From an optimization exercise on the open Yosys and OpenROAD flow, aimed at small area; shortcuts taken in it are not production practice.
Function was checked by simulation only, so behaviour that the tests miss may differ from the original.
In every run shown here, the design's own scripts or RTL, not TritonCTS, make the clock network.
The flow treats the clock pin as an ideal source. Dropping or thinning the clock tree relies on that and would not hold on a real chip.
No activity file was given, so power comes from the tool's default toggle rates.

==> flow/design.v <==
module keyboard_scan(
    input                clk,
    input                rstn,
    input        [3 :0]  col,
    output       [3 :0]  row,
    output reg   [3 :0]  cap,
    output reg           init,
    output               upd,
    output       [1 :0]  sel,
    output       [3 :0]  phase
);
reg [11:0] v;
reg        hp;
reg [1:0]  ri;
wire wrap = &v;
wire rot  = wrap & hp;
always @(posedge clk) begin
    if (!rstn) begin
        v    <= 12'd1596;
        hp   <= 1'b1;
        ri   <= 2'd0;
        init <= 1'b1;
    end else begin
        v <= wrap ? 12'd1596 : v + 12'd1;
        {ri, hp} <= {ri, hp} + wrap;
        if (rot)
            init <= 1'b0;
    end
end
always @(posedge clk)
    if (!hp) cap <= col;
assign upd   = hp & (v[11:3] == 9'd200) & (v[2] == ri[1]);
assign sel   = v[1:0];
assign row   = ~(4'b0001 << ri);
wire       pls = ~hp & (v == 12'd2670);
wire [3:0] oh  = 4'b0001 << ri;
assign phase = {4{pls}} & {oh[1:0], oh[3:2]};
endmodule
module keyboard_filter(
    input           clk,
    input  [3 : 0]  cap,
    input           init,
    input           upd,
    input  [1 : 0]  sel,
    input  [3 : 0]  phase,
    output [15: 0]  key_pulse
);
localparam [5:0] REL = 6'd0;
localparam [5:0] SAT = 6'd1;
localparam [5:0] TOP = 6'd56;
reg  [95:0] ring;    
wire [5:0] cur = ring[95:90];
wire       rel = cap[sel];
reg  [5:0] nxt;
always @(*) begin
    if (init | (upd & rel))
        nxt = REL;
    else if (upd)
        nxt = (cur == REL) ? 6'd4 : (cur == TOP || cur == SAT) ? SAT : cur + 6'd1;
    else
        nxt = cur;
end
always @(posedge clk)
    ring <= {ring[89:0], nxt};
genvar c;
generate
    for (c = 0; c < 4; c = c + 1) begin : g_pulse
        wire t01 = &ring[6*((13 - 4 - c) % 16) + 3 +: 3];
        wire t23 = &ring[6*((13 - 4 - c - 4) % 16) + 3 +: 3];
        assign key_pulse[c]      = phase[0] & t01;
        assign key_pulse[4 + c]  = phase[1] & t01;
        assign key_pulse[8 + c]  = phase[2] & t23;
        assign key_pulse[12 + c] = phase[3] & t23;
    end
endgenerate
endmodule
module keyboard(
    input             clk,
    input             rstn,
    input    [3 :0]   col,
    output   [3 :0]   row,
    output   [15:0]   key_pulse
);
wire [3:0] cap;
wire       init;
wire       upd;
wire [1:0] sel;
wire [3:0] phase;
keyboard_scan keyboard_scan(
     .clk(clk)
    ,.rstn(rstn)
    ,.col(col)
    ,.row(row)
    ,.cap(cap)
    ,.init(init)
    ,.upd(upd)
    ,.sel(sel)
    ,.phase(phase)
);
keyboard_filter keyboard_filter(
     .clk(clk)
    ,.cap(cap)
    ,.init(init)
    ,.upd(upd)
    ,.sel(sel)
    ,.phase(phase)
    ,.key_pulse(key_pulse)
);
endmodule
==> flow/flow/run.sh <==
#!/bin/bash
# Standard ORFS layout with two changes: a hand-built clock tree
# (flow/clocktree.tcl: one root buffer and CLK_GROUPS leaf buffers) in place of
# TritonCTS, and sky130_fd_sc_hd__buf_1 as the port buffer.
set -euo pipefail
export CLK_GROUPS=6
export CLK_BUF=sky130_fd_sc_hd__clkbuf_8
export CLK_ROOT_BUF=sky130_fd_sc_hd__clkbuf_2
bash standard.sh PRE_CTS_TCL=$(pwd)/flow/clocktree.tcl "BUFFER_PORTS_ARGS=-buffer_cell sky130_fd_sc_hd__buf_1" finish > standard_flow.log 2>&1
==> flow/flow/clocktree.tcl <==
# Clock tree built by hand: the flip-flops are split into CLK_GROUPS groups by
# place (k-means), and each group gets one CLK_BUF buffer at the group's centre.
# The leaf buffers are driven by the clock port, or, if CLK_ROOT_BUF is set, by
# one CLK_ROOT_BUF buffer at the centre of all flip-flops. It replaces TritonCTS, which builds a 16-leaf
# H-tree with dummy loads for this small design.
proc manual_clock_tree {args} {
  set block [ord::get_db_block]
  set db [ord::get_db]
  set ngroups $::env(CLK_GROUPS)
  set master [$db findMaster $::env(CLK_BUF)]
  set clk_net [$block findNet clk]
  set sinks {}
  foreach it [$clk_net getITerms] {
    set inst [$it getInst]
    lappend sinks [list $it {*}[$inst getLocation]]
  }
  set n [llength $sinks]
  puts "manual clock tree: $n sinks, $ngroups groups of $::env(CLK_BUF)"
  # initial centres: sinks sorted by x, taken evenly
  set sorted [lsort -integer -index 1 $sinks]
  set centres {}
  for {set g 0} {$g < $ngroups} {incr g} {
    set s [lindex $sorted [expr {int(($g + 0.5) * $n / $ngroups)}]]
    lappend centres [list [lindex $s 1] [lindex $s 2]]
  }
  for {set iter 0} {$iter < 50} {incr iter} {
    set assign {}
    for {set g 0} {$g < $ngroups} {incr g} { set sx($g) 0; set sy($g) 0; set sc($g) 0 }
    foreach s $sinks {
      set best 0; set bd 1e30
      for {set g 0} {$g < $ngroups} {incr g} {
        lassign [lindex $centres $g] cx cy
        set d [expr {abs([lindex $s 1] - $cx) + abs([lindex $s 2] - $cy)}]
        if {$d < $bd} { set bd $d; set best $g }
      }
      lappend assign $best
      set sx($best) [expr {$sx($best) + [lindex $s 1]}]
      set sy($best) [expr {$sy($best) + [lindex $s 2]}]
      incr sc($best)
    }
    set centres {}
    for {set g 0} {$g < $ngroups} {incr g} {
      if {$sc($g) > 0} {
        lappend centres [list [expr {$sx($g) / $sc($g)}] [expr {$sy($g) / $sc($g)}]]
      } else {
        lappend centres [list 0 0]
      }
    }
  }
  set drv_net $clk_net
  if {[info exists ::env(CLK_ROOT_BUF)] && $::env(CLK_ROOT_BUF) ne ""} {
    set rx 0; set ry 0
    foreach s $sinks { set rx [expr {$rx + [lindex $s 1]}]; set ry [expr {$ry + [lindex $s 2]}] }
    set root [odb::dbInst_create $block [$db findMaster $::env(CLK_ROOT_BUF)] "clkbuf_manual_root"]
    set drv_net [odb::dbNet_create $block "clknet_manual_root"]
    $drv_net setSigType CLOCK
    $root setLocation [expr {int($rx / $n)}] [expr {int($ry / $n)}]
    $root setPlacementStatus PLACED
    [$root findITerm A] connect $clk_net
    [$root findITerm X] connect $drv_net
    puts "  root $::env(CLK_ROOT_BUF)"
  }
  for {set g 0} {$g < $ngroups} {incr g} {
    set inst [odb::dbInst_create $block $master "clkbuf_manual_$g"]
    set net [odb::dbNet_create $block "clknet_manual_$g"]
    $net setSigType CLOCK
    lassign [lindex $centres $g] cx cy
    $inst setLocation [expr {int($cx)}] [expr {int($cy)}]
    $inst setPlacementStatus PLACED
    [$inst findITerm A] connect $drv_net
    [$inst findITerm X] connect $net
    set nets($g) $net
    puts "  group $g: $sc($g) sinks at ($cx, $cy)"
  }
  foreach s $sinks g $assign {
    set it [lindex $s 0]
    $it disconnect
    $it connect $nets($g)
  }
  set_propagated_clock [all_clocks]
}
rename clock_tree_synthesis tritoncts_unused
proc clock_tree_synthesis {args} { manual_clock_tree }
==> flow/standard.sh <==
#!/bin/bash
# synth_recipe.tcl (not shown) runs the flow's synth.tcl, then flattens the netlist and writes it again
# the make line also repeats each setting of config.mk as NAME=value (left out here)
make -C /OpenROAD-flow-scripts/flow DESIGN_CONFIG=/design/flow/config.mk WORK_HOME=/design/flow/orfs CLKGATE_MAP_FILE= SYNTH_SCRIPT=/design/flow/synth_recipe.tcl "${@:-finish}"
==> flow/config.mk <==
export PLATFORM = sky130hd
export DESIGN_NAME = keyboard
export DESIGN_NICKNAME = keyboard
export VERILOG_FILES = /design/flow/design.v
export SDC_FILE = /design/flow/constraint.sdc
export NUM_CORES = 4
export LEC_CHECK = 0
export CAP_MARGIN = 20
export CORE_MARGIN = 2
export CORE_UTILIZATION = 70
export PLACE_DENSITY = 0.8
export SLEW_MARGIN = 20
==> flow/constraint.sdc <==
create_clock -name core_clock -period 10.0 [get_ports {clk}]
set_input_delay 2.0000 -clock core_clock [delete_from_list [all_inputs] [get_ports {clk}]]
set_output_delay 2.0000 -clock core_clock [all_outputs]
set_load 0.01 [all_outputs]
==> flow_metrics.env, run 1 <==
export IMPL_synthCells=252
export IMPL_vias_per_cell=5.44
export IMPL_crit_type="flop to output pin"
export IMPL_post_route_min_period_ns=4.82
export IMPL_ys_seq_area_share_pct=74.4
export IMPL_grt_pass1_vias=1609
export IMPL_grt_met3_usage_pct=2.81
export IMPL_grt_overflow=0
export IMPL_synthSimpleGateAreaFrac_pct=14.8
export IMPL_hold_viol=0
export IMPL_finalMaxSlewViolations=0
export IMPL_final_area_mm2=0.00341
export IMPL_postCtsSetupBuffers=0
export IMPL_drt_pass1_iterations=4
export IMPL_power_density_mw_per_mm2=192
export IMPL_ys_flop_type="dfxtp_1"
export IMPL_grtUsageTotal_pct=18.6
export IMPL_syn_mean_instance_area_um2=12.6
export IMPL_grt_use_met1_pct=25.5
export IMPL_synth_mux_area_share_pct=0.709
export IMPL_antenna_found_initial=0
export IMPL_via_count=1811
export IMPL_die_width_um=71.4
export IMPL_syn2layout_area_growth_pct=7.21
export IMPL_grt_use_met2_pct=32.5
export IMPL_ioPinCount=26
export IMPL_outcome="timing/DRC/antenna clean"
export IMPL_ctsHoldBuffers=0
export IMPL_dp_hpwl_mm=3.32
export IMPL_placeableCoreArea_mm2=0.00435
export IMPL_busiest_layer="met2"
export IMPL_fmax_ghz=0.207
export IMPL_tightest_slew_ns=0.719
export IMPL_drcViolationCount=0
export IMPL_hp_class="flop to flop"
export IMPL_synth_adder_area_share_pct=2.76
export IMPL_synth_edf_count=4
export IMPL_yosysTopAreaCell="dfxtp_1"
export IMPL_antenna_cells=0
export IMPL_timing_final_crit_share_pct=48.2
export IMPL_wl_per_cell_um=14.4
export IMPL_ys_top_cells_by_area="dfxtp_1 71%, edfxtp_1 3.8%, ha_1 2.8%, nor2_1 2.7%, nand3_1 2.7%"
export IMPL_clock_skew_ns=0.0355
export IMPL_cp_end_kind="output pin"
export IMPL_ys_ff_latch=116
export IMPL_synth_cell_types=35
export IMPL_max_slew_margin_rel_pct=51.6
export IMPL_leakagePower_uw=0.00125
export IMPL_synthTopCellsByCount="112 x dfxtp_1, 23 x nor2_1, 17 x nand2_1, 17 x nand3_1"
export IMPL_grt_max_degree=26
export IMPL_path_clk_slew_ns=0.11
export IMPL_synth_top_area_share_pct=70.6
export IMPL_syn_nets=265
export IMPL_required_ns=8.00
export IMPL_die_area_mm2=0.00509
export IMPL_routabilityCongestion=0.933
export IMPL_netlist_area_mm2=0.00318
export IMPL_dpl_instance_area_mm2=0.00332
export IMPL_post_cts_resize_count=0
export IMPL_antenna_left=0
export IMPL_maxCapViolCount=0
export IMPL_yosysWarnings=2
export IMPL_rsz0062_at_grt="false"
export IMPL_grt_first_pass_wirelength_mm=7.63
export IMPL_drt_iter0_drc=66
export IMPL_port_buffer_count=25
export IMPL_synthArstFlopShare_pct=0
export IMPL_insertion_delay_ns=0.51
export IMPL_synth_compound_area_share_pct=2.91
export IMPL_layout_drive_gt1_share_pct=4.27
export IMPL_utilization_pct=78.2
export IMPL_fp_dieH_um=71.4
export IMPL_initial_core_util_pct=73.0
export IMPL_rows=24
export IMPL_synth_top_family_by_area="simple AND/OR/NAND/NOR gates"
export IMPL_start_kind="flop"
export IMPL_worst_ir_drop_vdd_uv=151
export IMPL_setup_viol=0
export IMPL_post_synth_top_count_cell="dfxtp_1"
export IMPL_wirelength_mm=4.78
export IMPL_cp_arrival_ns=2.82
export IMPL_fin_nets=296
export IMPL_finalSetupTns_ns=0
export IMPL_synthXorXnorAreaFrac_pct=3.03
export IMPL_crit_fanout=5
[final cells by class]
| type | instances | area, um2 |
|---|---|---|
| Buffer | 7 | 87.6 |
| Sequential cell | 116 | 2360 |
| Timing Repair Buffer | 25 | 93.8 |
| Fill cell | 285 | 948 |
| Inverter | 7 | 26.3 |
| Tap cell | 52 | 65.1 |
| Multi-Input combinational cell | 126 | 771 |
[report_power, final]
| part | internal [uW] | switching [uW] | leakage (uW) |
|---|---|---|---|
| clock | 56.0 | 118 | 0.0000473 |
| sequential | 466 | 3.23 | 0.000939 |
| combinational | 4.00 | 4.99 | 0.000262 |
[cells by family after synthesis]
kind of cell	after synthesis
buffers and inverters	10
muxes	1
DFF	116
AOI/OAI and AO/OA	15
adders and majority gates	7
and+or+nand+nor	92
xor gates and xnor gates	11
[worst max-delay path, stage by stage, from the launching register on]
cell and delay [ns]:
dfxtp_1 0.42, ha_1 0.18, or3b_2 0.43, nor4_1 0.65
nand3_1 0.29, nor2_1 0.19, buf_1 0.19
[path summary, 6_finish.rpt]
check                                                     endpoint  slack [ns]                        startpoint  cells after the start
worst max-delay path                                  key_pulse[7]        5.18     keyboard_scan.v[1]$_SDFF_PP0_                      6
worst min-delay path              keyboard_filter.ring[77]$_DFF_P_        0.32  keyboard_filter.ring[71]$_DFF_P_                      0
worst max register to register  keyboard_filter.ring[5]$_SDFF_PP0_        7.58     keyboard_scan.v[5]$_SDFF_PP1_                      4
worst min register to register    keyboard_filter.ring[77]$_DFF_P_        0.32  keyboard_filter.ring[71]$_DFF_P_                      0
[state kept, by name, indices dropped and copies added, names as in the netlist]
name / cells
keyboard_scan.hp: 1
keyboard_scan.ri: 2
keyboard_scan.cap: 4
keyboard_scan.init: 1
keyboard_filter.ring: 96
keyboard_scan.v: 12
[routing by layer]
| layer | vias to the layer above | share of wire [%] | wire, um |
|---|---|---|---|
| li1 | 904 | - | - |
| met1 | 855 | 45 | 2160 |
| met2 | 45 | 49 | 2360 |
| met3 | 7 | 4.2 | 201 |
| met4 | 0 | 1.3 | 61 |
| met5 | - | 0 | 0 |
[stage by stage]
step,worst slack (ns),cells,hold WS (ns),power [uW]
after global placement,5.86,326,0.311,489
after global routing,4.99,333,0.340,673
after CTS,5.18,333,0.326,657
final,5.18,333,0.325,652
after detailed placement,5.73,326,0.312,489
after floorplan,6.19,252,0.310,486
[placed cells by master (no fill, tap or decap), types with 2 or more instances in the layout]
cell type    n
o21ai_0      4
or4_1        2
nand2b_1     7
nand2_1     17
nor4_1       6
edfxtp_1     4
nand3_1     17
nor2_1      23
dfxtp_1    112
clkbuf_8     6
or3_1        3
inv_1        7
xor2_1       6
a31oi_1      4
xnor2_1      5
and2_1       3
ha_1         7
and4_1       2
buf_1       25
nor3_1       2
a21oi_1      3
nand4_1      3
==> run 2, diff against run 1 <==
==> flow/flow/run.sh (replaced) <==
#!/bin/bash
# Standard ORFS layout with three changes:
#  - flow/restructure.tcl re-maps the synthesized logic for area (OpenROAD
#    restructure) after floorplanning;
#  - flow/clocktree.tcl builds the clock tree by hand in place of TritonCTS;
#  - the port buffers are sky130_fd_sc_hd__buf_1.
# ORFS keeps each step's log under orfs/logs; make's output goes to
# standard_flow.log.
set -euo pipefail
export CLK_SLEW_TARGET=0.12
export CLK_BUFS="sky130_fd_sc_hd__clkbuf_4 sky130_fd_sc_hd__clkbuf_8 sky130_fd_sc_hd__clkbuf_16"
export CLK_ROOT_BUFS="sky130_fd_sc_hd__clkbuf_2 sky130_fd_sc_hd__clkbuf_4"
export RMP_PASSES=1
bash standard.sh POST_FLOORPLAN_TCL=$(pwd)/flow/restructure.tcl PRE_CTS_TCL=$(pwd)/flow/clocktree.tcl \
  "BUFFER_PORTS_ARGS=-buffer_cell sky130_fd_sc_hd__buf_1" finish > standard_flow.log 2>&1
==> flow/flow/clocktree.tcl (replaced) <==
# Clock tree built by hand, in place of TritonCTS (which builds a 16-leaf
# H-tree with dummy loads for this small design). The flip-flops are split
# into groups by place (k-means); each group gets one leaf buffer at its
# centre. With more than 4 groups, one root buffer (from CLK_ROOT_BUFS) at the centre of
# all flip-flops drives the leaf buffers from the clock port; otherwise the
# port drives them. For each leaf buffer type in CLK_BUFS the number of groups
# grows until the estimated slew at every flip-flop clock pin is at most
# CLK_SLEW_TARGET (ns); the smallest of these trees is kept.
# CLK_PORT_NET names the clock port's net (default clk).

proc ct_kmeans { sinks ngroups } {
  set n [llength $sinks]
  set sorted [lsort -integer -index 1 $sinks]
  set centres {}
  for {set g 0} {$g < $ngroups} {incr g} {
    set s [lindex $sorted [expr {int(($g + 0.5) * $n / $ngroups)}]]
    lappend centres [list [lindex $s 1] [lindex $s 2]]
  }
  for {set iter 0} {$iter < 50} {incr iter} {
    set assign {}
    for {set g 0} {$g < $ngroups} {incr g} { set sx($g) 0; set sy($g) 0; set sc($g) 0 }
    foreach s $sinks {
      set best 0; set bd 1e30
      for {set g 0} {$g < $ngroups} {incr g} {
        lassign [lindex $centres $g] cx cy
        set d [expr {abs([lindex $s 1] - $cx) + abs([lindex $s 2] - $cy)}]
        if {$d < $bd} { set bd $d; set best $g }
      }
      lappend assign $best
      set sx($best) [expr {$sx($best) + [lindex $s 1]}]
      set sy($best) [expr {$sy($best) + [lindex $s 2]}]
      incr sc($best)
    }
    set centres {}
    for {set g 0} {$g < $ngroups} {incr g} {
      if {$sc($g) > 0} {
        lappend centres [list [expr {$sx($g) / $sc($g)}] [expr {$sy($g) / $sc($g)}]]
      } else {
        lappend centres [list 0 0]
      }
    }
  }
  return [list $assign $centres]
}

proc ct_build { sinks ngroups buf rootbuf } {
  set block [ord::get_db_block]
  set db [ord::get_db]
  set clk_net [$block findNet $::env(CLK_PORT_NET)]
  set n [llength $sinks]
  lassign [ct_kmeans $sinks $ngroups] assign centres
  set made {}
  set rx 0; set ry 0
  foreach s $sinks { set rx [expr {$rx + [lindex $s 1]}]; set ry [expr {$ry + [lindex $s 2]}] }
  if {$ngroups <= 4} {
    set root_net $clk_net
  } else {
    set root [odb::dbInst_create $block [$db findMaster $rootbuf] "clkbuf_manual_root"]
    set root_net [odb::dbNet_create $block "clknet_manual_root"]
    $root_net setSigType CLOCK
    $root setLocation [expr {int($rx / $n)}] [expr {int($ry / $n)}]
    $root setPlacementStatus PLACED
    [$root findITerm A] connect $clk_net
    [$root findITerm X] connect $root_net
    lappend made $root $root_net
  }
  for {set g 0} {$g < $ngroups} {incr g} {
    set inst [odb::dbInst_create $block [$db findMaster $buf] "clkbuf_manual_$g"]
    set net [odb::dbNet_create $block "clknet_manual_$g"]
    $net setSigType CLOCK
    lassign [lindex $centres $g] cx cy
    $inst setLocation [expr {int($cx)}] [expr {int($cy)}]
    $inst setPlacementStatus PLACED
    [$inst findITerm A] connect $root_net
    [$inst findITerm X] connect $net
    set nets($g) $net
    lappend made $inst $net
  }
  foreach s $sinks g $assign {
    set it [lindex $s 0]
    $it disconnect
    $it connect $nets($g)
  }
  return $made
}

proc ct_unbuild { sinks made } {
  set block [ord::get_db_block]
  set clk_net [$block findNet $::env(CLK_PORT_NET)]
  foreach s $sinks {
    set it [lindex $s 0]
    $it disconnect
    $it connect $clk_net
  }
  foreach {inst net} $made {
    foreach it [$inst getITerms] { $it disconnect }
    odb::dbInst_destroy $inst
    odb::dbNet_destroy $net
  }
}

proc ct_worst_slew { } {
  estimate_parasitics -placement
  set worst 0
  foreach pin [get_pins -hierarchical */CLK] {
    set s [get_property $pin slew_max]
    if {$s > $worst} { set worst $s }
  }
  return $worst
}

proc manual_clock_tree { args } {
  if {![info exists ::env(CLK_PORT_NET)]} { set ::env(CLK_PORT_NET) clk }
  set block [ord::get_db_block]
  set clk_net [$block findNet $::env(CLK_PORT_NET)]
  set sinks {}
  foreach it [$clk_net getITerms] {
    lappend sinks [list $it {*}[[$it getInst] getLocation]]
  }
  set_propagated_clock [all_clocks]
  set db [ord::get_db]
  set best ""
  foreach rootbuf $::env(CLK_ROOT_BUFS) {
    set rarea [[$db findMaster $rootbuf] getArea]
    foreach buf $::env(CLK_BUFS) {
      set barea [[$db findMaster $buf] getArea]
      for {set ng 1} {$ng <= [llength $sinks] / 4} {incr ng} {
        set area [expr {$ng * $barea + ($ng > 4 ? $rarea : 0)}]
        if {$best ne "" && $area >= [lindex $best 0]} { break }
        set made [ct_build $sinks $ng $buf $rootbuf]
        set worst [ct_worst_slew]
        ct_unbuild $sinks $made
        puts "manual clock tree: [llength $sinks] sinks, $ng x $buf, root $rootbuf, area $area, estimated worst clock pin slew $worst"
        if {$worst <= $::env(CLK_SLEW_TARGET)} {
          set best [list $area $ng $buf $rootbuf]
          break
        }
      }
    }
  }
  lassign $best area ng buf rootbuf
  puts "manual clock tree: using $ng x $buf, root $rootbuf"
  ct_build $sinks $ng $buf $rootbuf
  estimate_parasitics -placement
}

rename clock_tree_synthesis tritoncts_unused
proc clock_tree_synthesis { args } { manual_clock_tree }
==> flow/flow/restructure.tcl (new file) <==
# Area recovery on the synthesized netlist before placement: OpenROAD's
# restructure re-maps the combinational logic with ABC for area.
proc tie_pin { var } {
  set cell [lindex $::env($var) 0]
  set lib [get_name [get_property [lindex [get_lib_cell $cell] 0] library]]
  return $lib/$cell/[lindex $::env($var) 1]
}
set rmp_dir $::env(OBJECTS_DIR)/rmp
file mkdir $rmp_dir
set passes 1
if {[info exists ::env(RMP_PASSES)]} { set passes $::env(RMP_PASSES) }
for {set i 0} {$i < $passes} {incr i} {
  report_design_area
  restructure -target area -liberty_file [lindex $::env(LIB_FILES) 0] \
    -tielo_port [tie_pin TIELO_CELL_AND_PORT] -tiehi_port [tie_pin TIEHI_CELL_AND_PORT] \
    -work_dir $rmp_dir -abc_logfile $rmp_dir/abc_$i.log
}
report_design_area
==> run 2 against run 1 <==
Effect of this change:
- clock skew is 0.012 ns lower
- global-route usage fell by 2.9 points
- critical path type unchanged
- final cell count increased by 3.3%
- sequential power hardly changed
- largest power group unchanged
- via count decreased by 1.9%
- routed wire length is 13% lower
==> flow_metrics.env, run 2 <==
export IMPL_synth_edf_count=4
export IMPL_dp_hpwl_mm=2.88
export IMPL_busiest_layer="met2"
export IMPL_hold_viol=0
export IMPL_netlist_area_mm2=0.00318
export IMPL_intPower_uw=528
export IMPL_port_buffer_count=25
export IMPL_tightest_slew_ns=1.01
export IMPL_post_cts_resize_count=0
export IMPL_post_route_min_period_ns=4.34
export IMPL_fin_nets=300
export IMPL_die_width_um=71.4
export IMPL_worstSetupStartpoint="keyboard_scan.v[7]$_SDFF_PP0_"
export IMPL_r2r_start="keyboard_scan.hp$_SDFF_PN1_"
export IMPL_routabilityCongestion=0.841
export IMPL_drt_pass1_iterations=4
export IMPL_n_fill_cell=266
export IMPL_layout_drive_gt1_share_pct=2.40
export IMPL_outcome="timing/DRC/antenna clean"
export IMPL_mostFrequentLayoutCells="112 x dfxtp_1, 43 x nor2_1, 30 x clkinv_1, 25 x buf_1, 13 x o21ai_0"
export IMPL_maxCapViolCount=0
export IMPL_grt_use_met2_pct=24.6
export IMPL_p_switching_uw=124
export IMPL_synth_cell_types=35
export IMPL_clock_skew_ns=0.0231
export IMPL_die_area_mm2=0.00509
export IMPL_post_synth_top_count_cell="dfxtp_1"
export IMPL_yosysTopAreaCell="dfxtp_1"
export IMPL_utilization_pct=76.0
export IMPL_fp_dieH_um=71.4
export IMPL_vias_per_cell=5.17
export IMPL_p_clk_share_pct=27.2
export IMPL_initial_core_util_pct=73.0
export IMPL_timing_rr_end="keyboard_filter.ring[3]$_SDFF_PP0_"
export IMPL_hp_class="flop to flop"
export IMPL_grt_met3_usage_pct=2.39
export IMPL_seq_power_share_pct=71.7
export IMPL_largest_reg_flops=96
export IMPL_cp_arrival_ns=2.34
export IMPL_fmax_ghz=0.230
export IMPL_synth_top_area_share_pct=70.6
export IMPL_wirelength_mm=4.18
export IMPL_antenna_found_initial=0
export IMPL_syn2layout_area_growth_pct=4.21
export IMPL_yosysWarnings=2
export IMPL_placeableCoreArea_mm2=0.00435
export IMPL_finalMaxSlewViolations=0
export IMPL_antenna_cells=0
export IMPL_largest_register="keyboard_filter.ring"
export IMPL_finalSetupTns_ns=0
export IMPL_ys_seq_area_share_pct=74.4
export IMPL_max_slew_margin_rel_pct=32.3
export IMPL_synthTopCellsByCount="112 x dfxtp_1, 23 x nor2_1, 17 x nand2_1, 17 x nand3_1"
export IMPL_crit_fanout=4
export IMPL_grt_use_met1_pct=23.5
export IMPL_cp_end_kind="output pin"
export IMPL_power_density_mw_per_mm2=197
export IMPL_drt_iter0_drc=90
export IMPL_worst_ir_drop_vdd_uv=161
export IMPL_ioPinCount=26
export IMPL_antenna_left=0
export IMPL_path_clk_slew_ns=0.12
export IMPL_via_count=1777
export IMPL_syn_nets=265
export IMPL_rows=24
export IMPL_crit_type="flop to output pin"
export IMPL_synthArstFlopShare_pct=0
export IMPL_r2r_setup_slack_ns=6.67
export IMPL_ys_top_cells_by_area="dfxtp_1 71%, edfxtp_1 3.8%, ha_1 2.8%, nor2_1 2.7%, nand3_1 2.7%"
export IMPL_synthCells=252
export IMPL_endpoint="key_pulse[3]"
export IMPL_rr_worst_depth=8
export IMPL_ys_flop_type="dfxtp_1"
export IMPL_wl_per_cell_um=12.1
export IMPL_grt_max_degree=24
export IMPL_ctsHoldBuffers=0
export IMPL_start_kind="flop"
export IMPL_grt_first_pass_wirelength_mm=6.71
export IMPL_grt_pass1_vias=1534
export IMPL_setup_viol=0
export IMPL_power_total_uw=652
export IMPL_grtUsageTotal_pct=15.7
export IMPL_insertion_delay_ns=0.41
export IMPL_drcViolationCount=0
export IMPL_rsz0062_at_grt="false"
export IMPL_final_common_cell="dfxtp_1"
export IMPL_ys_ff_latch=116
export IMPL_combPwrFrac_pct=1.1
export IMPL_required_ns=8.00
export IMPL_swShare_pct=19.0
export IMPL_postCtsSetupBuffers=0
export IMPL_reg_top3="keyboard_filter.ring (96), keyboard_scan.v (12), keyboard_scan.cap (4)"
export IMPL_timing_final_crit_share_pct=43.4
export IMPL_syn_mean_instance_area_um2=12.6
export IMPL_leakagePower_uw=0.00121
export IMPL_grt_overflow=0
## run 2: cell types whose count changed in the layout (fill, tap and decap cells not counted), moves of 6 or more
cell / change
ha_1: -7
xor2_1: -6
o21ai_0: +9
nand2b_1: -7
inv_1: -7
nor2_1: +20
nand3_1: -9
clkinv_1: +30
## run 2: worst min path at each step
stage	from	to	slack (ns)	cells after the start
after floorplan	keyboard_filter.ring[4]$_SDFF_PP0_	keyboard_filter.ring[10]$_DFF_P_	0.31	0
after global placement	keyboard_filter.ring[73]$_DFF_P_	keyboard_filter.ring[79]$_DFF_P_	0.31	0
after detailed placement	keyboard_filter.ring[61]$_DFF_P_	keyboard_filter.ring[67]$_DFF_P_	0.31	0
after CTS	keyboard_filter.ring[81]$_DFF_P_	keyboard_filter.ring[87]$_DFF_P_	0.33	0
after global routing	keyboard_filter.ring[81]$_DFF_P_	keyboard_filter.ring[87]$_DFF_P_	0.32	0
final	keyboard_filter.ring[63]$_DFF_P_	keyboard_filter.ring[69]$_DFF_P_	0.32	0
## run 2: logic make-up after synthesis
kind of cell               share of synthesized area (%)
xor gates and xnor gates                            3.03
and+or+nand+nor                                     14.8
DFF                                                 74.4
AOI/OAI and AO/OA                                   2.91
adders and majority gates                           2.76
buffers and inverters                               1.38
muxes                                              0.709
## run 2: final cells by class
cell class	count	area [um2]	share of cell area (%)
timing repair buffer	25	93.8	2.83
inverter	30	113	3.40
sequential	116	2360	71.4
buffer	7	90.1	2.72
multi-input combinational	114	587	17.7
tap	52	65.1	1.97
## run 2: per-stage QoR
step	instances	cell area, um2	hold slack, ns	setup WS, ns
finish	344	3310	0.321	5.66
detailed placement	337	3220	0.313	6.09
floorplan	252	3180	0.310	6.19
global placement	337	3220	0.312	6.15
CTS	344	3310	0.327	5.63
global route	344	3310	0.323	5.53
## run 2: metal layers
metal,share of wire [%],vias to the layer above,routed length (um)
li1,-,930,-
met1,50,791,2110
met2,43,46,1780
met3,5.3,10,223
met4,1.6,0,68
met5,0,-,0
## run 2: critical path: stages (launching register included)
cell     delay, ns
dfxtp_1       0.35
or3_1         0.36
or4_1         0.51
or3_1         0.41
nor2_1        0.15
buf_1         0.16
## run 2: power by group through the flow
stage	clock network, uW	registers (uW)	logic, uW
2_1_floorplan	0	479	7.29
3_3_place_gp	0	478	6.80
3_5_place_dp	0	478	7.08
4_1_cts	180	468	7.12
5_1_grt	196	468	7.98
6_report	177	468	7.04
==> run 3, diff against run 2 <==
==> flow/flow/run.sh (replaced) <==
#!/bin/bash
# Standard ORFS layout with these changes:
#  - after the standard synthesis, flow/remap.tcl re-maps its combinational
#    logic for area with Yosys/ABC (flow/remap.abc); the flip-flops are kept as
#    the standard synthesis made them. The standard netlist is kept as
#    1_2_yosys_standard.v beside the re-mapped 1_2_yosys.v;
#  - optionally (RMP_PASSES > 0) flow/restructure.tcl re-maps the logic again
#    with OpenROAD's restructure after floorplanning;
#  - flow/clocktree.tcl builds the clock tree by hand in place of TritonCTS;
#  - the port buffers are sky130_fd_sc_hd__buf_1.
# Each tool's output goes to a log in this folder (ORFS also keeps its step
# logs under orfs/logs).
set -euo pipefail
here=$(pwd)
res=$here/orfs/results/$FLOW_PLATFORM/keyboard/base
lib=$FLOW_HOME/platforms/$FLOW_PLATFORM/lib/sky130_fd_sc_hd__tt_025C_1v80.lib

bash standard.sh synth > synth.log 2>&1

python3 flow/libmodels.py $lib cell_models.v > libmodels.log 2>&1
cp $res/1_2_yosys.v $res/1_2_yosys_standard.v
dont_use=$(sed -n '/^export DONT_USE_CELLS += /,/^$/p' $FLOW_HOME/platforms/$FLOW_PLATFORM/config.mk | tr -d '\\' | tr ' ' '\n' | grep '^sky130' | tr '\n' ' ')
REMAP_IN=$res/1_2_yosys_standard.v REMAP_OUT=$res/1_2_yosys.v REMAP_CELLS=$here/cell_models.v \
  REMAP_ABC=$here/flow/remap.abc REMAP_LIB=$lib REMAP_DONT_USE="$dont_use" \
  yosys -c flow/remap.tcl > remap.log 2>&1

export CLK_SLEW_TARGET=0.12
export CLK_BUFS="sky130_fd_sc_hd__clkbuf_4 sky130_fd_sc_hd__clkbuf_8 sky130_fd_sc_hd__clkbuf_16"
export CLK_ROOT_BUFS="sky130_fd_sc_hd__clkbuf_2 sky130_fd_sc_hd__clkbuf_4"
export RMP_PASSES=${RMP_PASSES:-0}
hooks="PRE_CTS_TCL=$here/flow/clocktree.tcl"
if [ "$RMP_PASSES" -gt 0 ]; then hooks="$hooks POST_FLOORPLAN_TCL=$here/flow/restructure.tcl"; fi
bash standard.sh $hooks "BUFFER_PORTS_ARGS=-buffer_cell sky130_fd_sc_hd__buf_1" finish > standard_flow.log 2>&1
==> flow/flow/libmodels.py (new file) <==
#!/usr/bin/env python3
# Writes Verilog models of the liberty's combinational cells (from their
# "function" attributes), for re-mapping a netlist's logic with Yosys/ABC.
# Cells with ff/latch groups, or without a function, are written as blackboxes.
import re, sys
lib = open(sys.argv[1]).read()
out = []
def conv(f):
    f = f.replace('!', '~').replace('+', '|').replace('*', '&')
    f = re.sub(r'\)\s*\(', ') & (', f)
    # implicit AND by whitespace between operands
    f = re.sub(r'([A-Za-z0-9_\)])\s+([A-Za-z0-9_~\(])', r'\1 & \2', f)
    return f
for m in re.finditer(r'\n\s*cell\s*\(\s*"?([A-Za-z0-9_]+)"?\s*\)\s*\{', lib):
    name = m.group(1)
    start = m.end(); depth = 1; i = start
    while depth:
        c = lib[i]
        if c == '{': depth += 1
        elif c == '}': depth -= 1
        i += 1
    body = lib[start:i]
    seq = re.search(r'\n\s*(ff|latch|statetable)\s*\(', body) is not None
    pins = []
    for pm in re.finditer(r'\n\s*pin\s*\(\s*"?([A-Za-z0-9_]+)"?\s*\)\s*\{', body):
        pstart = pm.end(); d = 1; j = pstart
        while d:
            c = body[j]
            if c == '{': d += 1
            elif c == '}': d -= 1
            j += 1
        pb = body[pstart:j]
        direction = re.search(r'direction\s*:\s*"?(\w+)"?', pb)
        func = re.search(r'\bfunction\s*:\s*"([^"]*)"', pb)
        pins.append((pm.group(1), direction.group(1) if direction else None, func.group(1) if func else None))
    seen = set(); uniq = []
    for p in pins:
        if p[0] not in seen: seen.add(p[0]); uniq.append(p)
    pins = uniq
    ins = [p for p in pins if p[1] == 'input']
    outs = [p for p in pins if p[1] == 'output']
    ports = [p[0] for p in ins] + [p[0] for p in outs]
    if seq or not outs or any(o[2] is None for o in outs):
        out.append('(* blackbox *)\nmodule %s(%s);\n%s\nendmodule\n' % (name, ', '.join(ports),
            '\n'.join(['  input %s;' % p[0] for p in ins] + ['  output %s;' % p[0] for p in outs])))
        continue
    lines = ['  input %s;' % p[0] for p in ins] + ['  output %s;' % p[0] for p in outs]
    for o in outs:
        lines.append('  assign %s = %s;' % (o[0], conv(o[2])))
    out.append('module %s(%s);\n%s\nendmodule\n' % (name, ', '.join(ports), '\n'.join(lines)))
open(sys.argv[2], 'w').write('\n'.join(out))
==> flow/flow/remap.abc (new file) <==
strash
ifraig
scorr
dc2
strash
&get -n
&deepsyn -T 60
&put
&get -n
&dch -f
&nf -a -R 1000
&put
==> flow/flow/remap.tcl (new file) <==
# Re-maps the combinational logic of the standard synthesis netlist for area
# with ABC; the flip-flops stay as they are (same instances, names and cells).
# env: REMAP_IN, REMAP_OUT, REMAP_CELLS (cell models), REMAP_ABC (script),
#      REMAP_LIB, REMAP_DONT_USE
yosys -import
read_verilog $::env(REMAP_CELLS)
read_verilog $::env(REMAP_IN)
hierarchy -top keyboard
flatten
techmap
opt -fast
set du {}
foreach c $::env(REMAP_DONT_USE) { lappend du -dont_use $c }
abc -liberty $::env(REMAP_LIB) {*}$du -script $::env(REMAP_ABC)
setundef -zero
splitnets
opt_clean -purge
hilomap -singleton -hicell sky130_fd_sc_hd__conb_1 HI -locell sky130_fd_sc_hd__conb_1 LO
insbuf -buf sky130_fd_sc_hd__buf_4 A X
opt_clean -purge
stat -liberty $::env(REMAP_LIB)
write_verilog -noattr -nohex -nodec $::env(REMAP_OUT)
==> run 3 against run 2 <==
Effect of this change:
- utilization is 3.5 points higher
- final cell count is 8.1% lower
- clock power down 4%
- critical path type unchanged
- hold slack better by 0.0060 ns
- critical endpoint is now key_pulse[4]
- highest routed layer unchanged
- global-route usage grew 1.3 points
- largest cell class unchanged
- die area is 6.4% lower
==> flow_metrics.env, run 3 <==
export IMPL_crit_type="flop to output pin"
export IMPL_insertion_delay_ns=0.54
export IMPL_post_cts_resize_count=0
export IMPL_antenna_left=0
export IMPL_critPathSlowestCell="nor4_1"
export IMPL_grtUsageTotal_pct=17.0
export IMPL_path_clk_slew_ns=0.09
export IMPL_syn_mean_instance_area_um2=12.9
export IMPL_tightest_slew_ns=0.674
export IMPL_die_area_mm2=0.00477
export IMPL_wirelength_mm=3.92
export IMPL_mostFrequentLayoutCells="112 x dfxtp_1, 32 x nor2_1, 25 x buf_1, 11 x nand2_1, 11 x clkbuf_4"
export IMPL_drcViolationCount=0
export IMPL_hp_class="flop to flop"
export IMPL_drt_pass1_iterations=5
export IMPL_ioPinCount=26
export IMPL_crit_fanout=4
export IMPL_worst_ir_drop_vdd_uv=123
export IMPL_largest_reg_flops=96
export IMPL_fin_nets=274
export IMPL_largest_register="keyboard_filter.ring"
export IMPL_n_fill_cell=259
export IMPL_port_buffer_count=25
export IMPL_cp_cell_sequence="nor4b_1 > nand4b_1 > nor4_1 > nand3_1 > nor2_1 > buf_1"
export IMPL_rsz0062_at_grt="false"
export IMPL_hp_start="keyboard_filter.ring[12]$_DFF_P_"
export IMPL_cp_end_kind="output pin"
export IMPL_vias_per_cell=5.13
export IMPL_finalMaxSlewViolations=0
export IMPL_reg_top3="keyboard_filter.ring (96), keyboard_scan.v (12), keyboard_scan.cap (4)"
export IMPL_ctsHoldBuffers=0
export IMPL_wl_per_cell_um=12.4
export IMPL_fp_dieH_um=69.0
export IMPL_crit_path_max_incr_delay_ns=0.53
export IMPL_postCtsSetupBuffers=0
export IMPL_cp_arrival_ns=2.57
export IMPL_rows=23
export IMPL_worstSetupStartpoint="keyboard_scan.v[9]$_SDFF_PP1_"
export IMPL_maxCapViolCount=0
export IMPL_initial_core_util_pct=73.5
export IMPL_grt_overflow=0
export IMPL_fmax_ghz=0.219
export IMPL_antenna_cells=0
export IMPL_r2r_start="keyboard_scan.v[9]$_SDFF_PP1_"
export IMPL_outcome="timing/DRC/antenna clean"
export IMPL_dp_hpwl_mm=2.64
export IMPL_yosysWarnings=2
export IMPL_hold_viol=0
export IMPL_grt_max_degree=14
export IMPL_max_slew_margin_rel_pct=54.7
export IMPL_synthCells=229
export IMPL_grt_first_pass_wirelength_mm=6.82
export IMPL_leakagePower_uw=0.00117
export IMPL_final_seq_area_mm2=0.00236
export IMPL_grt_pass1_vias=1574
export IMPL_finalSetupTns_ns=0
export IMPL_dpl_instance_area_mm2=0.00312
export IMPL_layout_drive_gt1_share_pct=4.89
export IMPL_clock_skew_ns=0.0253
export IMPL_post_route_min_period_ns=4.57
export IMPL_multi_input_area_um2=579
export IMPL_power_density_mw_per_mm2=201
export IMPL_syn2layout_area_growth_pct=8.24
export IMPL_setup_viol=0
export IMPL_via_count=1621
export IMPL_required_ns=8.00
export IMPL_timing_final_crit_share_pct=45.7
export IMPL_netlist_area_mm2=0.00296
export IMPL_die_width_um=69.0
export IMPL_routabilityCongestion=0.846
export IMPL_start_kind="flop"
export IMPL_final_common_cell="dfxtp_1"
export IMPL_final_area_mm2=0.00320
export IMPL_antenna_found_initial=0
export IMPL_syn_nets=235
export IMPL_drt_iter0_drc=50
export IMPL_placeableCoreArea_mm2=0.00403
run 3: changes by cell type in the layout (fill, tap and decap cells not counted), moves of 6 or more:
cell / before / now
a21oi_1: 1 / 7
clkbuf_8: 6 / 0
clkbuf_4: 1 / 11
or3_1: 6 / 0
nor2_1: 43 / 32
clkinv_1: 30 / 5
run 3: final timing paths:
kind,to,slack [ns],depth (start not counted)
max,key_pulse[4],5.43,6
min,keyboard_filter.ring[18]$_DFF_P_,0.33,0
max reg2reg,keyboard_filter.ring[5]$_SDFF_PP0_,7.45,10
min reg2reg,keyboard_filter.ring[18]$_DFF_P_,0.33,0
run 3: final cells by class:
cell class | instances | area share [%]
well taps | 50 | 1.95
inverters | 5 | 0.586
plain buffers | 12 | 2.73
flip-flops and latches | 116 | 73.7
repair buffers | 25 | 2.93
multi-input cells | 108 | 18.1
run 3: worst max-delay path, delay by kind of cell (launching register included):
kind	cells	cell delay (ns)
buffers and inverters	1	0.17
flip-flops	1	0.38
AND/OR/NAND/NOR	5	1.51
run 3: per-layer routing:
layer  global-route usage [%]  vias up  share of wire [%]
met4                     3.70        0                1.5
met1                     23.8      726                 49
met3                     2.92        7                5.1
met5                        0        -                  0
met2                     28.0       43                 45
li1                         -      845                  -
run 3: metrics by stage:
step                total power (uW)  hold slack, ns  utilization, %  instances  worst slack, ns
floorplan                        483           0.310               -        229             6.45
finish                           645           0.327            79.5        316             5.43
global placement                 486           0.310            77.4        304             6.12
CTS                              651           0.323            79.5        316             5.37
global route                     669           0.331            79.5        316             5.11
detailed placement               486           0.312            77.4        304             5.98
run 3: report_power, final:
part	switching (uW)	total, uW	leakage (uW)	internal (uW)
logic	2.91	6.30	0.000173	3.39
clock network	117	170	0.0000548	52.6
registers	2.58	469	0.000939	466
==> run 4, diff against run 3 <==
--- a/flow/design.v
+++ b/flow/design.v
@@ -29,10 +29,10 @@
 end
 always @(posedge clk)
     if (!hp) cap <= col;
-assign upd   = hp & (v[11:3] == 9'd200) & (v[2] == ri[1]);
+assign upd   = hp & ~(v[11] | v[8] | v[7] | v[5] | v[4] | v[3]) & (v[2] == ri[1]);
 assign sel   = v[1:0];
 assign row   = ~(4'b0001 << ri);
-wire       pls = ~hp & (v == 12'd2670);
+wire       pls = ~hp & (v[10:0] == 11'd622);
 wire [3:0] oh  = 4'b0001 << ri;
 assign phase = {4{pls}} & {oh[1:0], oh[3:2]};
 endmodule
@@ -46,8 +46,6 @@
     output [15: 0]  key_pulse
 );
 localparam [5:0] REL = 6'd0;
-localparam [5:0] SAT = 6'd1;
-localparam [5:0] TOP = 6'd56;
 reg  [95:0] ring;    
 wire [5:0] cur = ring[95:90];
 wire       rel = cap[sel];
@@ -56,7 +54,7 @@
     if (init | (upd & rel))
         nxt = REL;
     else if (upd)
-        nxt = (cur == REL) ? 6'd4 : (cur == TOP || cur == SAT) ? SAT : cur + 6'd1;
+        nxt = (cur[5] & cur[4] & cur[2] & cur[1]) ? cur : cur + 6'd1;
     else
         nxt = cur;
 end
@@ -65,8 +63,10 @@
 genvar c;
 generate
     for (c = 0; c < 4; c = c + 1) begin : g_pulse
-        wire t01 = &ring[6*((13 - 4 - c) % 16) + 3 +: 3];
-        wire t23 = &ring[6*((13 - 4 - c - 4) % 16) + 3 +: 3];
+        wire [5:0] k01 = ring[6*((13 - 4 - c) % 16) +: 6];
+        wire [5:0] k23 = ring[6*((13 - 4 - c - 4) % 16) +: 6];
+        wire t01 = k01[5] & k01[4] & k01[2] & k01[0];
+        wire t23 = k23[5] & k23[4] & k23[2] & k23[0];
         assign key_pulse[c]      = phase[0] & t01;
         assign key_pulse[4 + c]  = phase[1] & t01;
         assign key_pulse[8 + c]  = phase[2] & t23;
--- a/flow/flow/run.sh
+++ b/flow/flow/run.sh
@@ -25,8 +25,8 @@
   yosys -c flow/remap.tcl > remap.log 2>&1
 
 export CLK_SLEW_TARGET=0.12
-export CLK_BUFS="sky130_fd_sc_hd__clkbuf_4 sky130_fd_sc_hd__clkbuf_8 sky130_fd_sc_hd__clkbuf_16"
-export CLK_ROOT_BUFS="sky130_fd_sc_hd__clkbuf_2 sky130_fd_sc_hd__clkbuf_4"
+export CLK_BUFS="sky130_fd_sc_hd__clkbuf_2 sky130_fd_sc_hd__clkbuf_4 sky130_fd_sc_hd__clkbuf_8 sky130_fd_sc_hd__clkbuf_16"
+export CLK_ROOT_BUFS="sky130_fd_sc_hd__clkbuf_2 sky130_fd_sc_hd__clkbuf_4 sky130_fd_sc_hd__clkbuf_8"
 export RMP_PASSES=${RMP_PASSES:-0}
 hooks="PRE_CTS_TCL=$here/flow/clocktree.tcl"
 if [ "$RMP_PASSES" -gt 0 ]; then hooks="$hooks POST_FLOORPLAN_TCL=$here/flow/restructure.tcl"; fi
==> flow/flow/clocktree.tcl (replaced) <==
# Clock tree built by hand, in place of TritonCTS (which builds a 16-leaf
# H-tree with dummy loads for this small design). The flip-flops are split
# into groups of equal size by recursive bisection of their places; each
# group gets one leaf buffer at its centre, sized to the smallest of
# CLK_BUFS that keeps the estimated slew at each of its clock pins at most
# CLK_SLEW_TARGET (ns). With more than 4 groups, one root buffer (the smallest
# of CLK_ROOT_BUFS that keeps the target) at the centre of all flip-flops
# drives the leaf buffers from the clock port; otherwise the port drives them.
# The number of groups giving the least buffer area is kept.
# CLK_PORT_NET names the clock port's net (default clk).

proc ct_bisect { sinks k } {
  if {$k == 1} { return [list $sinks] }
  set k1 [expr {$k / 2}]
  set xs {}; set ys {}
  foreach s $sinks { lappend xs [lindex $s 1]; lappend ys [lindex $s 2] }
  set xs [lsort -integer $xs]; set ys [lsort -integer $ys]
  set w [expr {[lindex $xs end] - [lindex $xs 0]}]
  set h [expr {[lindex $ys end] - [lindex $ys 0]}]
  set idx [expr {$w >= $h ? 1 : 2}]
  set sorted [lsort -integer -index $idx $sinks]
  set cut [expr {int(round(double([llength $sinks]) * $k1 / $k))}]
  return [concat [ct_bisect [lrange $sorted 0 [expr {$cut - 1}]] $k1] \
                 [ct_bisect [lrange $sorted $cut end] [expr {$k - $k1}]]]
}

proc ct_centre { sinks } {
  set x 0; set y 0
  foreach s $sinks { set x [expr {$x + [lindex $s 1]}]; set y [expr {$y + [lindex $s 2]}] }
  set n [llength $sinks]
  return [list [expr {int($x / $n)}] [expr {int($y / $n)}]]
}

proc ct_add_buf { master name in_net x y } {
  set block [ord::get_db_block]
  set inst [odb::dbInst_create $block $master $name]
  set net [odb::dbNet_create $block "clknet_$name"]
  $net setSigType CLOCK
  $inst setLocation $x $y
  $inst setPlacementStatus PLACED
  [$inst findITerm A] connect $in_net
  [$inst findITerm X] connect $net
  return [list $inst $net]
}

# builds the tree for the given groups with the given buffers; returns
# {root_inst root_net leaf_insts leaf_nets}
proc ct_build { groups bufs rootbuf all } {
  set db [ord::get_db]
  set block [ord::get_db_block]
  set clk_net [$block findNet $::env(CLK_PORT_NET)]
  set root ""; set root_net $clk_net
  if {[llength $groups] > 4} {
    lassign [ct_centre $all] x y
    lassign [ct_add_buf [$db findMaster $rootbuf] clkbuf_manual_root $clk_net $x $y] root root_net
  }
  set insts {}; set nets {}
  set g 0
  foreach grp $groups buf $bufs {
    lassign [ct_centre $grp] x y
    lassign [ct_add_buf [$db findMaster $buf] clkbuf_manual_$g $root_net $x $y] inst net
    foreach s $grp {
      set it [lindex $s 0]
      $it disconnect
      $it connect $net
    }
    lappend insts $inst; lappend nets $net
    incr g
  }
  return [list $root $root_net $insts $nets]
}

proc ct_unbuild { all tree } {
  set block [ord::get_db_block]
  set clk_net [$block findNet $::env(CLK_PORT_NET)]
  lassign $tree root root_net insts nets
  foreach s $all {
    set it [lindex $s 0]
    $it disconnect
    $it connect $clk_net
  }
  foreach inst $insts net $nets {
    foreach it [$inst getITerms] { $it disconnect }
    odb::dbInst_destroy $inst
    odb::dbNet_destroy $net
  }
  if {$root ne ""} {
    foreach it [$root getITerms] { $it disconnect }
    odb::dbInst_destroy $root
    odb::dbNet_destroy $root_net
  }
}

# worst estimated slew over the clock pins of the sinks in each group
proc ct_group_slews { groups } {
  estimate_parasitics -placement
  set res {}
  foreach grp $groups {
    set worst 0
    foreach s $grp {
      set it [lindex $s 0]
      set pin [get_pins [[$it getInst] getName]/[[$it getMTerm] getName]]
      set sl [get_property $pin slew_max]
      if {$sl > $worst} { set worst $sl }
    }
    lappend res $worst
  }
  return $res
}

proc manual_clock_tree { args } {
  if {![info exists ::env(CLK_PORT_NET)]} { set ::env(CLK_PORT_NET) clk }
  set db [ord::get_db]
  set block [ord::get_db_block]
  set clk_net [$block findNet $::env(CLK_PORT_NET)]
  set all {}
  foreach it [$clk_net getITerms] {
    lappend all [list $it {*}[[$it getInst] getLocation]]
  }
  set_propagated_clock [all_clocks]
  set target $::env(CLK_SLEW_TARGET)
  set bufs $::env(CLK_BUFS)
  set big [lindex $bufs end]
  set best ""
  for {set ng 1} {$ng <= [llength $all] / 4} {incr ng} {
    set groups [ct_bisect $all $ng]
    # size each leaf: try each buffer type for all leaves at once, keep per
    # group the smallest that meets the target
    set choice {}
    foreach grp $groups { lappend choice "" }
    set rootbuf [lindex $::env(CLK_ROOT_BUFS) end]
    foreach buf $bufs {
      set tree [ct_build $groups [lrepeat $ng $buf] $rootbuf $all]
      set slews [ct_group_slews $groups]
      ct_unbuild $all $tree
      set new {}
      foreach c $choice sl $slews {
        if {$c eq "" && $sl <= $target} { lappend new $buf } else { lappend new $c }
      }
      set choice $new
    }
    if {[lsearch -exact $choice ""] >= 0} {
      puts "manual clock tree: $ng groups: no leaf buffer meets the target"
      continue
    }
    # smallest root that keeps the target
    set ok 0
    foreach rb $::env(CLK_ROOT_BUFS) {
      set tree [ct_build $groups $choice $rb $all]
      set slews [ct_group_slews $groups]
      ct_unbuild $all $tree
      set worst [tcl::mathfunc::max {*}$slews]
      if {$worst <= $target} { set ok 1; set rootbuf $rb; break }
    }
    if {!$ok} { continue }
    set area 0
    foreach c $choice { set area [expr {$area + [[$db findMaster $c] getArea]}] }
    if {$ng > 4} { set area [expr {$area + [[$db findMaster $rootbuf] getArea]}] }
    puts "manual clock tree: $ng groups, area [expr {$area / 1e6}], leaves $choice, root $rootbuf, worst slew $worst"
    if {$best eq "" || $area < [lindex $best 0]} { set best [list $area $groups $choice $rootbuf] }
  }
  lassign $best area groups choice rootbuf
  puts "manual clock tree: using [llength $groups] groups, area [expr {$area / 1e6}], leaves $choice, root $rootbuf"
  ct_build $groups $choice $rootbuf $all
  estimate_parasitics -placement
}

rename clock_tree_synthesis tritoncts_unused
proc clock_tree_synthesis { args } { manual_clock_tree }
==> run 4 against run 3 <==
Effect of this change:
- utilization is 0.49 points lower
- via count down 2.5%
- synthesized cell count is 3.1% lower
- register-to-register slack lost 0.07 ns
- total power is 0.81% lower
- first-iteration DRC count fell by 12%
- maximum frequency grew 3.6%
- worst setup slack improved by 0.16 ns
- synthesized area shrank 1.2%
- hold slack better by 0.0040 ns
- cell area shrank 1.3%
- sequential power is essentially flat
- highest routed layer unchanged
==> flow_metrics.env, run 4 <==
export IMPL_largest_register="keyboard_filter.ring"
export IMPL_routabilityCongestion=0.820
export IMPL_ioPinCount=26
export IMPL_mostFrequentLayoutCells="112 x dfxtp_1, 29 x nor2_1, 25 x buf_1, 11 x nand2_1"
export IMPL_final_common_cell="dfxtp_1"
export IMPL_die_area_mm2=0.00471
export IMPL_power_density_mw_per_mm2=202
export IMPL_dp_slack_ns=6.15
export IMPL_cp_arrival_ns=2.42
export IMPL_crit_type="flop to output pin"
export IMPL_start_kind="flop"
export IMPL_critPathSlowestCell="nor4_1"
export IMPL_path_buf_inv=1
export IMPL_grt_overflow=0
export IMPL_setup_viol=0
export IMPL_critPathTopFamily="simple AND/OR/NAND/NOR gates"
export IMPL_grt_pass1_vias=1492
export IMPL_hp_class="flop to flop"
export IMPL_required_ns=8.00
export IMPL_leakagePower_uw=0.00116
export IMPL_ctsHoldBuffers=0
export IMPL_placeableCoreArea_mm2=0.00400
export IMPL_vias_per_cell=5.13
export IMPL_insertion_delay_ns=0.50
export IMPL_antenna_found_initial=0
export IMPL_antenna_left=0
export IMPL_fmax_ghz=0.226
export IMPL_fin_nets=266
export IMPL_initial_core_util_pct=73.1
export IMPL_syn_mean_instance_area_um2=13.2
export IMPL_syn_nets=228
export IMPL_grtUsageTotal_pct=18.3
export IMPL_worst_slack_ns=5.58
export IMPL_largest_reg_flops=96
export IMPL_hold_viol=0
export IMPL_power_total_uw=640
export IMPL_crit_path_max_incr_delay_ns=0.50
export IMPL_via_count=1580
export IMPL_fp_dieH_um=68.6
export IMPL_post_cts_resize_count=0
export IMPL_post_route_min_period_ns=4.42
export IMPL_port_buffer_count=25
export IMPL_antenna_cells=0
export IMPL_drt_pass1_iterations=4
export IMPL_reg_top3="keyboard_filter.ring (96), keyboard_scan.v (12), keyboard_scan.cap (4)"
export IMPL_worst_ir_drop_vdd_uv=110
export IMPL_postCtsSetupBuffers=0
export IMPL_outcome="timing/DRC/antenna clean"
export IMPL_timing_final_crit_share_pct=44.2
export IMPL_tightest_slew_ns=0.629
export IMPL_max_slew_margin_rel_pct=57.7
export IMPL_wirelength_mm=4.17
export IMPL_cp_end_kind="output pin"
export IMPL_yosysWarnings=2
export IMPL_cp_cell_sequence="nor3_1 > nand4b_1 > nor4_1 > nand3_1 > nor2_1 > buf_1"
export IMPL_clock_skew_ns=0.0162
export IMPL_path_clk_slew_ns=0.11
export IMPL_maxCapViolCount=0
export IMPL_rows=23
export IMPL_crit_fanout=4
export IMPL_finalSetupTns_ns=0
export IMPL_grt_first_pass_wirelength_mm=6.60
export IMPL_utilization_pct=79.0
export IMPL_holdWs_ns=0.331
export IMPL_layout_drive_gt1_share_pct=4.65
export IMPL_rsz0062_at_grt="false"
export IMPL_synthCells=222
export IMPL_netlist_area_mm2=0.00293
export IMPL_grt_max_degree=13
export IMPL_syn2layout_area_growth_pct=8.08
export IMPL_dp_hpwl_mm=2.85
export IMPL_drcViolationCount=0
export IMPL_die_width_um=68.6
export IMPL_finalMaxSlewViolations=0
export IMPL_wl_per_cell_um=13.5
export IMPL_drt_iter0_drc=44
==> run 4: worst reg2reg max path, delay by kind of cell (launching register included) <==
kind / cells / cell delay [ns]
AND/OR/NAND/NOR: 8 / 1.86
AO/OA/AOI/OAI: 2 / 0.23
flip-flops: 1 / 0.48
==> run 4: per-stage QoR <==
| step | cell area [um2] | instances |
|---|---|---|
| floorplan | 2930 | 222 |
| detailed placement | 3080 | 297 |
| finish | 3160 | 308 |
| CTS | 3160 | 308 |
| global route | 3160 | 308 |
| global placement | 3080 | 297 |
==> run 4: worst paths after layout <==
check | startpoint | to | slack (ns) | cells after the start
setup / recovery | keyboard_scan.v[4]$_SDFF_PP1_ | key_pulse[7] | 5.58 | 6
hold / removal | keyboard_filter.ring[73]$_DFF_P_ | keyboard_filter.ring[79]$_DFF_P_ | 0.33 | 0
setup reg to reg | keyboard_scan.v[0]$_SDFF_PP0_ | keyboard_scan.ri[1]$_SDFF_PN0_ | 7.38 | 10
hold reg to reg | keyboard_filter.ring[73]$_DFF_P_ | keyboard_filter.ring[79]$_DFF_P_ | 0.33 | 0
==> run 4: power breakdown <==
part           switching (uW)  internal (uW)  total [uW]
Combinational            3.07           2.79        5.86
Clock                     117           48.3         165
Sequential               2.50            466         468
Total                     123            517         640
==> run 4: final cells by class <==
type                       instances  area [um2]
fill                             260         838
sequential                       116        2360
inverter                           4        15.0
multi-input combinational        102         548
buffer                            11        80.1
timing repair buffer              25        93.8
tap                               50        62.6
==> run 4: routing by layer <==
layer  vias up  global-route usage [%]  share of wire [%]  wire [um]
met3         4                    2.27                2.8        115
met1       731                    25.7                 50       2070
met5         -                       0                  0          0
li1        818                       -                  -          -
met4         0                    4.50                1.0         42
met2        27                    30.4                 47       1950
==> run 5, diff against run 4 <==
--- a/flow/design.v
+++ b/flow/design.v
@@ -9,19 +9,26 @@
     output       [1 :0]  sel,
     output       [3 :0]  phase
 );
-reg [11:0] v;
-reg        hp;
-reg [1:0]  ri;
-wire wrap = &v;
+reg [1:0] l;
+reg [9:0] h;
+reg       hp;
+reg [1:0] ri;
+wire h_end = h[7] & h[6] & h[4] & h[3] & ~h[2] & h[0];                  
+wire h_pls = ~h[9] & h[8] & ~h[7] & ~h[4] & ~h[3] & h[2] & ~h[1] & h[0];  
+wire h_wa  = h[9] & h[8] & h[7] & h[5] & h[4] & h[1];                    
+wire h_wb  = h[9] & h[7] & h[4] & h[3] & h[1] & h[0];                    
+wire wrap = h_end & (l == 2'd3);
 wire rot  = wrap & hp;
 always @(posedge clk) begin
     if (!rstn) begin
-        v    <= 12'd1596;
+        l    <= 2'd0;
+        h    <= 10'd0;
         hp   <= 1'b1;
         ri   <= 2'd0;
         init <= 1'b1;
     end else begin
-        v <= wrap ? 12'd1596 : v + 12'd1;
+        l <= l + 2'd1;
+        h <= h_end ? 10'd0 : {h[8:0], ~(h[9] ^ h[2])};
         {ri, hp} <= {ri, hp} + wrap;
         if (rot)
             init <= 1'b0;
@@ -29,10 +36,10 @@
 end
 always @(posedge clk)
     if (!hp) cap <= col;
-assign upd   = hp & ~(v[11] | v[8] | v[7] | v[5] | v[4] | v[3]) & (v[2] == ri[1]);
-assign sel   = v[1:0];
+assign upd   = hp & (ri[1] ? h_wb : h_wa);
+assign sel   = l;
 assign row   = ~(4'b0001 << ri);
-wire       pls = ~hp & (v[10:0] == 11'd622);
+wire       pls = ~hp & (l == 2'd2) & h_pls;
 wire [3:0] oh  = 4'b0001 << ri;
 assign phase = {4{pls}} & {oh[1:0], oh[3:2]};
 endmodule
@@ -60,11 +67,17 @@
 end
 always @(posedge clk)
     ring <= {ring[89:0], nxt};
+localparam integer M01 = 299;
+localparam integer M23 = 327;
 genvar c;
 generate
     for (c = 0; c < 4; c = c + 1) begin : g_pulse
-        wire [5:0] k01 = ring[6*((13 - 4 - c) % 16) +: 6];
-        wire [5:0] k23 = ring[6*((13 - 4 - c - 4) % 16) +: 6];
+        localparam integer Q01 = (c + 4 - M01 % 4) % 4;
+        localparam integer Q23 = (c + 4 - M23 % 4) % 4;
+        localparam integer P01 = (13 + 32 - M01 % 16 - Q01) % 16;
+        localparam integer P23 = (13 + 32 - M23 % 16 - Q23) % 16;
+        wire [5:0] k01 = ring[6*P01 +: 6];
+        wire [5:0] k23 = ring[6*P23 +: 6];
         wire t01 = k01[5] & k01[4] & k01[2] & k01[0];
         wire t23 = k23[5] & k23[4] & k23[2] & k23[0];
         assign key_pulse[c]      = phase[0] & t01;
==> run 5 against run 4 <==
Effect of this change:
- maximum frequency fell by 1.2%
- clock power barely moved
- worst setup slack got worse by 0.052 ns
- clock skew fell by 0.0016 ns
- global-route usage fell by 0.21 points
- die area fell by 1.7%
- largest cell class unchanged
==> flow_metrics.env, run 5 <==
export IMPL_r2r_setup_slack_ns=7.87
export IMPL_largest_reg_flops=96
export IMPL_worst_slack_ns=5.53
export IMPL_timing_final_crit_share_pct=44.7
export IMPL_yosysWarnings=2
export IMPL_finalSetupTns_ns=0
export IMPL_drcViolationCount=0
export IMPL_utilization_pct=78.5
export IMPL_die_area_mm2=0.00463
export IMPL_fin_nets=256
export IMPL_layout_drive_gt1_share_pct=5.24
export IMPL_dp_hpwl_mm=2.77
export IMPL_max_slew_margin_rel_pct=58.6
export IMPL_ctsHoldBuffers=0
export IMPL_outcome="timing/DRC/antenna clean"
export IMPL_setup_viol=0
export IMPL_via_count=1558
export IMPL_routabilityCongestion=0.783
export IMPL_power_density_mw_per_mm2=205
export IMPL_drt_iter0_drc=72
export IMPL_placeableCoreArea_mm2=0.00397
export IMPL_rows=23
export IMPL_drt_pass1_iterations=4
export IMPL_dp_slack_ns=6.10
export IMPL_grt_overflow=0
export IMPL_synthCells=211
export IMPL_reg_top3="keyboard_filter.ring (96), keyboard_scan.h (10), keyboard_scan.cap (4)"
export IMPL_hp_class="flop to flop"
export IMPL_n_fill_cell=238
export IMPL_insertion_delay_ns=0.52
export IMPL_grt_first_pass_wirelength_mm=6.44
export IMPL_netlist_area_mm2=0.00287
export IMPL_path_clk_slew_ns=0.11
export IMPL_wirelength_mm=4.20
export IMPL_vias_per_cell=5.23
export IMPL_hold_viol=0
export IMPL_die_width_um=68.1
export IMPL_postCtsSetupBuffers=0
export IMPL_initial_core_util_pct=72.3
export IMPL_antenna_found_initial=0
export IMPL_grtUsageTotal_pct=18.1
export IMPL_syn2layout_area_growth_pct=8.49
export IMPL_holdWs_ns=0.321
export IMPL_leakagePower_uw=0.00113
export IMPL_crit_type="flop to output pin"
export IMPL_syn_nets=217
export IMPL_grt_pass1_vias=1455
export IMPL_post_route_min_period_ns=4.47
export IMPL_placedCellCount=287
export IMPL_crit_fanout=4
export IMPL_port_buffer_count=25
export IMPL_finalMaxSlewViolations=0
export IMPL_clock_skew_ns=0.0146
export IMPL_final_common_cell="dfxtp_1"
export IMPL_antenna_left=0
export IMPL_grt_max_degree=13
export IMPL_instances_no_fill=298
export IMPL_antenna_cells=0
export IMPL_cp_arrival_ns=2.47
export IMPL_cp_end_kind="output pin"
export IMPL_syn_mean_instance_area_um2=13.6
export IMPL_tightest_slew_ns=0.613
export IMPL_start_kind="flop"
export IMPL_rsz0062_at_grt="false"
export IMPL_fp_dieH_um=68.1
export IMPL_post_cts_resize_count=0
export IMPL_ioPinCount=26
export IMPL_wl_per_cell_um=14.1
export IMPL_worst_ir_drop_vdd_uv=137
export IMPL_mostFrequentLayoutCells="112 x dfxtp_1, 25 x buf_1, 23 x nor2_1, 11 x nand4_1"
export IMPL_fmax_ghz=0.224
export IMPL_maxCapViolCount=0
export IMPL_largest_register="keyboard_filter.ring"
export IMPL_required_ns=8.00
[run 5: final timing paths]
check | startpoint | end | cells after the start
max | keyboard_scan.hp$_SDFF_PN1_ | key_pulse[11] | 6
min | keyboard_filter.ring[51]$_DFF_P_ | keyboard_filter.ring[57]$_DFF_P_ | 0
max reg2reg | keyboard_scan.ri[1]$_SDFF_PN0_ | keyboard_filter.ring[3]$_SDFF_PP0_ | 7
min reg2reg | keyboard_filter.ring[51]$_DFF_P_ | keyboard_filter.ring[57]$_DFF_P_ | 0
[run 5: worst max-delay path: stages (launching register included)]
cell and delay [ns]:
dfxtp_1 0.36, nor4b_1 0.31, nand4_1 0.13, nor4b_1 0.54
nand2_1 0.25, nor2_1 0.19, buf_1 0.17
[run 5: through the flow]
| step | total power, uW | area [um2] |
|---|---|---|
| global route | 660 | 3120 |
| finish | 638 | 3120 |
| floorplan | 480 | 2870 |
| detailed placement | 482 | 3040 |
| CTS | 642 | 3120 |
| global placement | 482 | 3040 |
[run 5: area by class of cell]
| type | count | area [um2] | area share, % |
|---|---|---|---|
| plain buffers | 11 | 80.1 | 2.57 |
| inverters | 5 | 18.8 | 0.602 |
| multi-input cells | 90 | 492 | 15.8 |
| flip-flops and latches | 116 | 2360 | 75.8 |
| well taps | 50 | 62.6 | 2.01 |
| repair buffers | 26 | 101 | 3.25 |
[run 5: layer usage]
metal  up-vias  global-route usage (%)  wire, um
li1        779                       -         -
met1       723                    25.5      2030
met2        45                    30.0      1880
met3        11                    1.81       197
met4         0                    5.25        95
met5         -                       0         0
[run 5: power breakdown]
group	total [uW]	leakage, uW	internal [uW]	switching (uW)
registers	468	0.000939	466	1.90
logic	3.76	0.000137	1.99	1.76
clock network	166	0.0000502	48.3	118

what the ideal ports hide:
Ports are ideal in the flow. The routed layouts listed here were re-timed in OpenROAD. Step 1 sets driving cells, clkbuf_16 on the clock port and buf_2 on the other inputs (assumed; they add their load-dependent delay and slew). Step 2 moves the port delays by t, midway between the first and last clock arrival at a register: inputs arrive t later, outputs are due t later. That takes back most of the time a late clock gives input paths. Three values: ideal, step 1, step 2; two values: the first two.
| run | t, ns | setup WS [ns] | worst setup path after step 2 |
|---|---|---|---|
| run 1 | 0.513 | 5.176 / 5.152 / 5.665 | register to output |
| run 2 | 0.419 | 5.657 / 5.632 / 6.051 | register to output |
| run 3 | 0.548 | 5.425 / 5.402 / 5.950 | register to output |
| run 4 | 0.524 | 5.584 / 5.561 / 6.085 | register to output |
| run 5 | 0.532 | 5.532 / 5.509 / 6.040 | register to output |
After both steps every run listed still meets setup and hold.
